This design comes from an exercise in tuning for small area on the open sky130 flow, not from production work. Function was checked by simulation only, so behaviour that the tests miss may differ from the original.

## the previous run
// main
module main(in, op, apply, tail, valid, empty, clk, reset);
    input clk, reset, apply;
    input [7:0] in;
    input [2:0] op;
    output [7:0] tail;
    output reg valid;
    output empty;
    reg [7:0] t, f0, f1, f2, f3;
    reg [2:0] size;
    assign tail = t;
    assign empty = (size == 3'd0);
    wire [7:0] a = f0;                         
    wire [7:0] b = (size == 3'd2) ? t : f1;    
    wire is_add = (op == 3'd2);
    wire is_mul = (op == 3'd3);
    wire is_sub = (op == 3'd4);
    wire is_quo = (op == 3'd5);
    wire is_rem = (op == 3'd6);
    wire is_div = is_quo | is_rem;
    wire [7:0] hz;
    assign hz[0] = 1'b1;
    assign hz[1] = hz[0] & ~a[7];
    assign hz[2] = hz[1] & ~a[6];
    assign hz[3] = hz[2] & ~a[5];
    assign hz[4] = hz[3] & ~a[4];
    assign hz[5] = hz[4] & ~a[3];
    assign hz[6] = hz[5] & ~a[2];
    assign hz[7] = hz[6] & ~a[1];
    wire [7:0] quo;
    wire [7:0] m0;   
    wire [0:0] d7_x, d7_y, d7_s, d7_r;
    wire [1:0] d7_c;
    assign d7_x = b[7];
    assign d7_y = ~a[0:0];
    assign d7_c[0] = 1'b1;
    assign d7_s[0] = d7_x[0] ^ d7_y[0] ^ d7_c[0];
    assign d7_c[1] = (d7_x[0] & d7_y[0]) | (d7_c[0] & (d7_x[0] ^ d7_y[0]));
    assign quo[7] = d7_c[1] & hz[7];
    assign d7_r = quo[7] ? d7_s : d7_x;
    wire [1:0] d6_x, d6_y, d6_s, d6_r;
    wire [2:0] d6_c;
    assign d6_x = {d7_r, b[6]};
    assign d6_y = ~a[1:0];
    assign d6_c[0] = 1'b1;
    assign d6_s[0] = d6_x[0] ^ d6_y[0] ^ d6_c[0];
    assign d6_c[1] = (d6_x[0] & d6_y[0]) | (d6_c[0] & (d6_x[0] ^ d6_y[0]));
    assign d6_s[1] = d6_x[1] ^ d6_y[1] ^ d6_c[1];
    assign d6_c[2] = (d6_x[1] & d6_y[1]) | (d6_c[1] & (d6_x[1] ^ d6_y[1]));
    assign quo[6] = d6_c[2] & hz[6];
    assign d6_r = quo[6] ? d6_s : d6_x;
    wire [2:0] d5_x, d5_y, d5_s, d5_r;
    wire [3:0] d5_c;
    assign d5_x = {d6_r, b[5]};
    assign d5_y = ~a[2:0];
  ...
Size in the first run: about 520 cells after synthesis, roughly 44 flip-flops, roughly 4900 µm² of cells after synthesis.
export LEC_CHECK = 0
export CAP_MARGIN = 20
export CORE_MARGIN = 2
export CORE_UTILIZATION = 40
export CTS_BUF_LIST = sky130_fd_sc_hd__clkbuf_8
export SLEW_MARGIN = 20
create_clock -name core_clock -period 15.0 [get_ports {clk}]
run.sh (not shown) runs the stock make flow with config.mk's settings and CLKGATE_MAP_FILE= SYNTH_SCRIPT=/design/flow/synth_recipe.tcl, a recipe that flattens the netlist after the stock synthesis.
[inputs] the current run vs the previous run
Settings: a deleted CTS_BUF_LIST that had been sky130_fd_sc_hd__clkbuf_8.
==> flow/flow/run.sh (new file) <==
#!/bin/bash
# The standard layout (standard.sh: ORFS synthesis to final layout), with two changes:
#  - each port gets a sky130_fd_sc_hd__buf_1 as its buffer (buffer_ports -buffer_cell)
#    instead of the default clkdlybuf4s50_1;
#  - clock tree synthesis builds from clkbuf_4/clkbuf_8 and adds no dummy loads.
# The make output goes to standard.log in the work folder; ORFS's per-step logs stay under
# orfs/logs/.
set -euo pipefail
export BUFFER_PORTS_ARGS="-buffer_cell sky130_fd_sc_hd__buf_1"
export CTS_ARGS="-sink_clustering_enable -repair_clock_nets -dont_use_dummy_load -buf_list {sky130_fd_sc_hd__clkbuf_4 sky130_fd_sc_hd__clkbuf_8}"
bash standard.sh finish > standard.log 2>&1
==> flow/standard.sh (new file) <==
#!/bin/bash
# synth_recipe.tcl (not shown) runs the flow's synth.tcl, then flattens the netlist and writes it again
# the make line also repeats each setting of config.mk as NAME=value (left out here)
make -C /OpenROAD-flow-scripts/flow DESIGN_CONFIG=/design/flow/config.mk WORK_HOME=/design/flow/orfs CLKGATE_MAP_FILE= SYNTH_SCRIPT=/design/flow/synth_recipe.tcl "${@:-finish}"
removed: flow/run.sh
Notes after the runs:
- Going from the previous run to the current run, cell count along the critical path shrinks by about 1.6%.
- Between the previous run and the current run, vias per cell decreased.
- Final critical-path share of the clock period came out higher on the current run than on the previous run.
- Comparing first-iteration DRC count for the current run and the previous run, the bigger number came from the previous run.
- Relative to the previous run, the met2 routing resource usage after global routing of the current run is lower by 1.7 points.
- Taking the previous run as the reference, in the current run clock skew up 0.016 ns; fraction of the core area covered by cells at the end of the flow down 1.5 points.

## afterwards: timing with drivers on the ports
No port has a modelled driver above. Below, the same layouts with a new extraction and two added sets of constraints. Step 1, drivers: a clkbuf_16 drives clk and a buf_2 each remaining input, both assumed. Step 2 moves the port delays by t, midway between the first and last clock arrival at a register: inputs arrive t later, outputs are due t later. That takes back most of the time a late clock gives input paths. Three values: no drivers, after step 1, after step 2; two values: the first two.
| run | t, ns | slack for setup (ns) | worst slew at a driven data input, ns | cell pins on the clock port's net |
|---|---|---|---|---|
| the previous run | 0.321 | 0.798 / 0.798 / 0.798 | 0.03 | 1 |
| the current run | 0.311 | 0.649 / 0.649 / 0.649 | 0.03 | 1 |
After both steps setup and hold are still met in every run listed.
